Background: an optimization exercise with open tools, aiming at small area. Do not read the settings as production practice.
Where RTL was checked, it was by simulation tests only, not by an equivalence proof against the original.
No activity file was given, so power comes from the tool's default toggle rates.

== P ==
Design top_module, start of the top module:
module top_module(
    input clk,
    input rst,
    input[23:0] sw,
    input[4:0] bt,
    input[3:0] row,
    output[3:0] col,
    output reg[7:0] seg_out,
    output reg[7:0] seg_en,
    output reg[23:0] led,
    output reg buzzer
);
Size: ~3900 cells after synthesis, roughly 710 flip-flops, about 80 I/O pins.
==> flow/config.mk <==
export PLATFORM = sky130hd
export DESIGN_NAME = top_module
export DESIGN_NICKNAME = top_module
export VERILOG_FILES = /design/flow/design.v
export SDC_FILE = /design/flow/constraint.sdc
export NUM_CORES = 4
export LEC_CHECK = 0
export ABC_AREA = 1
export CAP_MARGIN = 20
export CORE_MARGIN = 2
export CORE_UTILIZATION = 65
export CTS_CLUSTER_DIAMETER = 100
export CTS_CLUSTER_SIZE = 28
export PLACE_DENSITY = 0.75
export SLEW_MARGIN = 20
==> flow/constraint.sdc <==
create_clock -name core_clock -period 90.0 [get_ports {clk}]
set_input_delay 18.0000 -clock core_clock [delete_from_list [all_inputs] [get_ports {clk}]]
set_output_delay 18.0000 -clock core_clock [all_outputs]
set_load 0.01 [all_outputs]
standard.sh (not shown) runs the stock make flow with config.mk's settings and CLKGATE_MAP_FILE= SYNTH_SCRIPT=/design/flow/synth_recipe.tcl, a recipe that flattens the netlist after the stock synthesis.
==> flow/flow/run.sh <==
#!/bin/bash
# The standard layout (the standard.sh: its synthesis, floorplan, placement,
# CTS and routing), except that the port buffers use the smallest buffer cell
# instead of the one buffer_ports picks, and CTS inserts no dummy loads. Each
# tool's output is in orfs/logs/; standard.sh's own output goes to standard.log.
set -e
export BUFFER_PORTS_ARGS="-buffer_cell sky130_fd_sc_hd__buf_1"
export CTS_ARGS="-sink_clustering_enable -repair_clock_nets -sink_clustering_size 28 -sink_clustering_max_diameter 100 -dont_use_dummy_load"
bash standard.sh > standard.log 2>&1
The following lists how Q was set up differently from P:
Settings: changing CTS_CLUSTER_DIAMETER from 100 to 80; changing PLACE_DENSITY from 0.75 to 0.88; changing CORE_UTILIZATION from 65 to 75.
==> flow/run.sh (new file) <==
#!/bin/bash
# synth_recipe.tcl (not shown) runs the flow's synth.tcl, then flattens the netlist and writes it again
# the make line also repeats each setting of config.mk as NAME=value (left out here)
make -C /OpenROAD-flow-scripts/flow DESIGN_CONFIG=/design/flow/config.mk WORK_HOME=/design/flow/orfs CLKGATE_MAP_FILE= SYNTH_SCRIPT=/design/flow/synth_recipe.tcl finish
removed: flow/flow/run.sh
removed: flow/standard.sh
--- outcome ---
- P -> Q: number of clock sinks delta 0, exact match
- Lower worst hold slack among P and Q: Q
- Sort P and Q by proportion of power drawn by the clock network asc -> top: P
- Q vs. P: share of cells above drive strength 1 went up by 0.57 points.
- On worst setup margin, the lower figure sits with Q, not P.
- Summary: post-DP HPWL, Q better than P
- Diff P -> Q: routed wire length fell 5.7%; final period demand of the worst path rose 450 ps; global-route track usage on met1 rose 3.1 points.
- Fraction of the cycle the final worst path needs sits higher in Q than in P.
No run of this note included a check of the RTL's function; only the layout flow was run.

---

Setup of build 35:
Another version of the RTL of top_module (not shown whole).
Size in the first run: roughly 3900 cells after synthesis, about 80 I/O pins, about 31000 µm² of cells after synthesis.
==> flow/design.v (excerpt) <==
module top_module(
    input clk,
    input rst,
    input[23:0] sw,
    input[4:0] bt,
    input[3:0] row,
    output[3:0] col,
    output reg[7:0] seg_out,
    output reg[7:0] seg_en,
    output reg[23:0] led,
    output reg buzzer
);
clock: 90.0 ns
lec_check: 0
abc_area: 1
cap_margin: 20
core_margin: 2
core_utilization: 65
cts_cluster_diameter: 100
cts_cluster_size: 28
place_density: 0.75
slew_margin: 20
==> flow/flow/run.sh <==
#!/bin/bash
# The standard layout (the standard.sh: its synthesis, floorplan, placement,
# CTS and routing), except that the port buffers use the smallest buffer cell
# instead of the one buffer_ports picks. Each tool's output is in orfs/logs/;
# standard.sh's own output goes to standard.log.
set -e
export BUFFER_PORTS_ARGS="-buffer_cell sky130_fd_sc_hd__buf_1"
bash standard.sh > standard.log 2>&1
diff inputs: build 35 => build 85
--- a/flow/flow/run.sh
+++ b/flow/flow/run.sh
@@ -4,2 +4,2 @@
-# instead of the one buffer_ports picks. Each tool's output is in orfs/logs/;
-# standard.sh's own output goes to standard.log.
+# instead of the one buffer_ports picks, and CTS inserts no dummy loads. Each
+# tool's output is in orfs/logs/; standard.sh's own output goes to standard.log.
@@ -7,0 +8 @@
+export CTS_ARGS="-sink_clustering_enable -repair_clock_nets -sink_clustering_size 28 -sink_clustering_max_diameter 100 -dont_use_dummy_load"
## What came out
- Comparing build 85 with build 35, the wire length came out essentially unchanged.
- Delta (build 85 minus build 35): fmax saw little to no change, final non-filler cell total saw a decrease.
- Build 85: share of the core filled with cells lower than build 35
- Per the comparison of build 85 with build 35, average via count per standard cell has remained practically unchanged, proportion of synthesized area in mux cells has remained practically unchanged.
Input changes introduced in build 25 (baseline for comparison: build 85):
==> flow/run.sh (new file) <==
#!/bin/bash
# synth_recipe.tcl (not shown) runs the flow's synth.tcl, then flattens the netlist and writes it again
# the make line also repeats each setting of config.mk as NAME=value (left out here)
make -C /OpenROAD-flow-scripts/flow DESIGN_CONFIG=/design/flow/config.mk WORK_HOME=/design/flow/orfs CLKGATE_MAP_FILE= SYNTH_SCRIPT=/design/flow/synth_recipe.tcl finish
removed: flow/flow/run.sh
removed: flow/standard.sh
[summary]
As of build 25, number of clock-tree buffers in the layout had risen by more than a quarter compared to build 85.
As far as number of core rows is concerned, build 25 and build 85 perform about the same.
Build 85 -> build 25: internal power contribution increased slightly
Delay of the slowest cell on the worst path: build 25 vs build 85 up 0.06 ns
In build 25 the met2 track utilization from global routing turned out 2.4 points higher than in build 85.
Build 25 ends up with higher via count than build 85 does.
Post-route minimum period for build 25 is higher than for build 85.
The inputs of build 19 differ from those of build 25 as listed below.
- a change of CTS_CLUSTER_DIAMETER from 100 to 150
==> summary.txt <==
Final cell utilization of the core: build 19 lower than build 25. Global-route wire length before repair delta (build 19 -> build 25): insignificant. Build 19 vs build 25 — final critical-path required period rose 0.012 ns. Measured against each other, build 19 and build 25 differ in via count, the lower figure coming from build 19. Between build 25 and build 19, fraction of power consumed by the clock network decreased. Between build 25 and build 19, the routed wire length per instance figures differ only marginally.

what the ideal ports hide:
No port has a modelled driver above. Below, the same layouts with a new extraction and two added sets of constraints. Step 1 sets driving cells, clkbuf_16 on the clock port and buf_2 on the other inputs (assumed; they add their load-dependent delay and slew). Step 2, shift: input delay + t, output delay - t, t = (earliest + latest rising clock arrival at the registers) / 2. This alone moves slack from input paths to output paths. Three values: ideal ports, drivers, drivers and shift; two values: the first two.
run	t (ns)	slack for setup (ns)	hold slack, ns	cell pins on the clock port's net
P	0.672	69.454 / 69.398 / 69.087	0.349 / 0.349 / 0.349	1
Q	0.655	69.000 / 68.939 / 69.260	0.340 / 0.340 / 0.340	1
build 35	0.676	69.277 / 69.216 / 69.337	0.344 / 0.344 / 0.344	1
build 85	0.665	69.302 / 69.240 / 69.378	0.302 / 0.302 / 0.302	1
build 25	0.679	68.777 / 68.712 / 69.391	0.337 / 0.337 / 0.337	1
build 19	0.669	68.766 / 68.705 / 69.374	0.343 / 0.343 / 0.343	1
After both steps every run listed still meets setup and hold. The setup slack of P, which loses most, moves by -0.056 ns with the drivers and by -0.367 ns with both steps.
